This design comes from an exercise in tuning for small area and a short achievable clock period on the open sky130 flow, not from production work.
At most, simulation tests tie the RTL to the original design; equivalence was not proved.
Power and IR drop assume default switching activity.

## the previous run
==> flow/design.v <==
`timescale 1ns / 1ps
    module counterFromZeroToLimit #
    (
        parameter integer C_WIDTH = 12
    )
    (
        output reg oSync,                       
        output reg oAct,                        
        output wire oSyncNext,
        output wire oActNext,
        output reg [C_WIDTH - 1 : 0] oAddr,     
        output reg oZero,                       
        input wire [C_WIDTH - 1 : 0] iLenSync,
        input wire [C_WIDTH - 1 : 0] iLenBack,
        input wire [C_WIDTH - 1 : 0] iLenAct,
        input wire [C_WIDTH - 1 : 0] iLenFront,
        input wire iAddrEn,
        input wire iClk,
        input wire iRst,
        input wire iEn
    );
    reg front;
    wire back = ~(oSync | oAct | front);
    reg [C_WIDTH - 1 : 0] count;
    wire last = (count == {{(C_WIDTH - 1){1'b1}}, 1'b0});
    wire step = iEn && last;
    assign oSyncNext = step ? front : oSync;
    assign oActNext = step ? back : oAct;
    wire selSync = front || !iRst;
    wire [C_WIDTH - 1 : 0] countLoad = ~(({C_WIDTH{oSync && iRst}} & iLenBack) | ({C_WIDTH{back}} & iLenAct) |
                                         ({C_WIDTH{oAct}} & iLenFront) | ({C_WIDTH{selSync}} & iLenSync));
    always @(posedge iClk) begin
        if (step || !iRst) begin
            count <= countLoad;
        end else begin
            count <= count + iEn;
        end
    end
    always @(posedge iClk or negedge iRst) begin
        if (!iRst) begin
            oAddr <= 0;
        end else if (iEn && !(oAct && !last && iAddrEn)) begin
            oAddr <= 0;
        end else begin
            oAddr <= oAddr + iEn;
        end
    end
    always @(posedge iClk or negedge iRst) begin
        if (!iRst) begin
            oSync <= 1'b1;
            oAct <= 1'b0;
            front <= 1'b0;
            oZero <= 1'b1;
        end else if (iEn) begin
            oZero <= last && front;
            if (last) begin
                oSync <= front;
                oAct <= back;
                front <= oAct;
            end
        end
    end
    endmodule
`timescale 1ns / 1ps
    module lcdTimCtrlCore #
    (
        parameter integer C_HOR_WIDTH = 12,
        parameter integer C_VER_WIDTH = 12
    )
    (
        output reg oHSynch,
        output reg oVSynch,
        output reg oEnVideo,
        output wire [C_HOR_WIDTH - 1 : 0] oHAddr,
        output wire [C_VER_WIDTH - 1 : 0] oVAddr,
        input wire [C_HOR_WIDTH - 1 : 0] iHWidth,
        input wire [C_HOR_WIDTH - 1 : 0] iHBackPorch,
        input wire [C_HOR_WIDTH - 1 : 0] iHFrontPorch,
        input wire [C_HOR_WIDTH - 1 : 0] iHResolution,
        input wire iHPolarity,
        input wire [C_VER_WIDTH - 1 : 0] iVWidth,
        input wire [C_VER_WIDTH - 1 : 0] iVBackPorch,
        input wire [C_VER_WIDTH - 1 : 0] iVFrontPorch,
        input wire [C_VER_WIDTH - 1 : 0] iVResolution,
        input wire iVPolarity,
        input wire iEnVideoPolarity,
        input wire iClkPixel,
        input wire iRst,
        input wire iEn
    );
    wire hSync, hAct, hSyncNext, hActNext, hZero;
    wire vSync, vAct, vSyncNext, vActNext, vZero;
    wire vEnabler = iEn && hZero;
    counterFromZeroToLimit #
        (
            .C_WIDTH(C_HOR_WIDTH)
        )HorizontalCounter(
            .oSync(hSync),
            .oAct(hAct),
            .oSyncNext(hSyncNext),
            .oActNext(hActNext),
            .oAddr(oHAddr),
            .oZero(hZero),
            .iLenSync(iHWidth),
            .iLenBack(iHBackPorch),
            .iLenAct(iHResolution),
            .iLenFront(iHFrontPorch),
            .iAddrEn(vAct),
            .iClk(iClkPixel),
            .iRst(iRst),
            .iEn(iEn)
        );
    counterFromZeroToLimit #
        (
            .C_WIDTH(C_VER_WIDTH)
        )VerticalCounter(
            .oSync(vSync),
            .oAct(vAct),
            .oSyncNext(vSyncNext),
            .oActNext(vActNext),
            .oAddr(oVAddr),
            .oZero(vZero),
            .iLenSync(iVWidth),
            .iLenBack(iVBackPorch),
            .iLenAct(iVResolution),
            .iLenFront(iVFrontPorch),
            .iAddrEn(1'b1),
            .iClk(iClkPixel),
            .iRst(iRst),
            .iEn(vEnabler)
        );
    always @(posedge iClkPixel) begin
        oHSynch <= (hSyncNext || !iRst) ? iHPolarity : ~iHPolarity;
        oVSynch <= (vSyncNext || !iRst) ? iVPolarity : ~iVPolarity;
        oEnVideo <= (hActNext && vActNext && iRst) ? iEnVideoPolarity : ~iEnVideoPolarity;
    end
    endmodule
export LEC_CHECK = 0
export CAP_MARGIN = 20
export CORE_MARGIN = 2
export CORE_UTILIZATION = 40
export SLEW_MARGIN = 20
create_clock -name core_clock -period 11.0 [get_ports {iClkPixel}]
standard.sh (not shown) runs the stock make flow with config.mk's settings and CLKGATE_MAP_FILE= SYNTH_SCRIPT=/design/flow/synth_recipe.tcl, a recipe that flattens the netlist after the stock synthesis.
==> flow/flow/run.sh <==
#!/bin/bash
# Own flow: the standard layout (standard.sh) with these changes:
#  - the port buffers are small buffers (buf_1) instead of the default delay cells;
#  - the timing repair aims for more setup slack than the clock needs;
#  - clock tree synthesis inserts no dummy loads.
# Each ORFS step writes its full log under orfs/logs/.
export BUFFER_PORTS_ARGS="-buffer_cell sky130_fd_sc_hd__buf_1"
export SETUP_SLACK_MARGIN=7.7
export CTS_ARGS="-sink_clustering_enable -repair_clock_nets -dont_use_dummy_load"
bash standard.sh > standard.log 2>&1
The inputs of the current run differ from those of the previous run as listed below.
--- a/flow/design.v
+++ b/flow/design.v
@@ -36,10 +36,8 @@
             count <= count + iEn;
         end
     end
-    always @(posedge iClk or negedge iRst) begin
-        if (!iRst) begin
-            oAddr <= 0;
-        end else if (iEn && !(oAct && !last && iAddrEn)) begin
+    always @(posedge iClk) begin
+        if (!iRst || (iEn && !(oAct && !last && iAddrEn))) begin
             oAddr <= 0;
         end else begin
             oAddr <= oAddr + iEn;
Summary of the current run over the previous run: final period demand of the worst path shrank by 0.081 ns; overall power consumption shrank by 1.9%; later-pin clock latency in the skew report grew by 0.02 ns; total routing usage reported by global routing shrank by 1.3 points. For distinct cell type count of the synthesized netlist, dividing the value from the previous run by the value from the current run gives 1.11. On clock transition time at the flip-flop clock pins of the worst setup and hold paths, the previous run and the current run are basically level. | number of instances in the placed design | the previous run vs the current run | ≈ equal |.
No functional check of the RTL was part of the previous run.

## separate check: timing with driven ports
The results above use ideal ports. As a check the final layouts listed here were re-extracted and re-timed, cells and wires unchanged. Step 1 (the two cells are an assumption about what drives the block):
set clk [get_ports {iClkPixel}]
set_driving_cell -lib_cell sky130_fd_sc_hd__clkbuf_16 $clk
set_driving_cell -lib_cell sky130_fd_sc_hd__buf_2 [delete_from_list [all_inputs] $clk]
Step 2 adds t to the input delays and takes it off the output delays; t is the mean of the earliest and latest rising clock arrival at the registers after step 1. Input paths then give back, and output paths get back, about the clock's delay inside the block. Three values: ideal, step 1, step 2; two values: the first two.
| run | t, ns | setup slack, ns | worst hold slack (ns) | worst setup path at the end | worst data-port slew with drivers (ns) |
|---|---|---|---|---|---|
| the previous run | 0.349 | 7.646 / 7.621 / 7.272 | 0.539 / 0.539 / 0.539 | input to register | 0.05 |
| the current run | 0.358 | 7.727 / 7.702 / 7.344 | 0.475 / 0.475 / 0.475 | input to register | 0.05 |
After both steps every run listed still meets setup and hold. For the current run, which loses most, drivers alone change the setup slack by -0.025 ns; drivers and shift together by -0.383 ns.
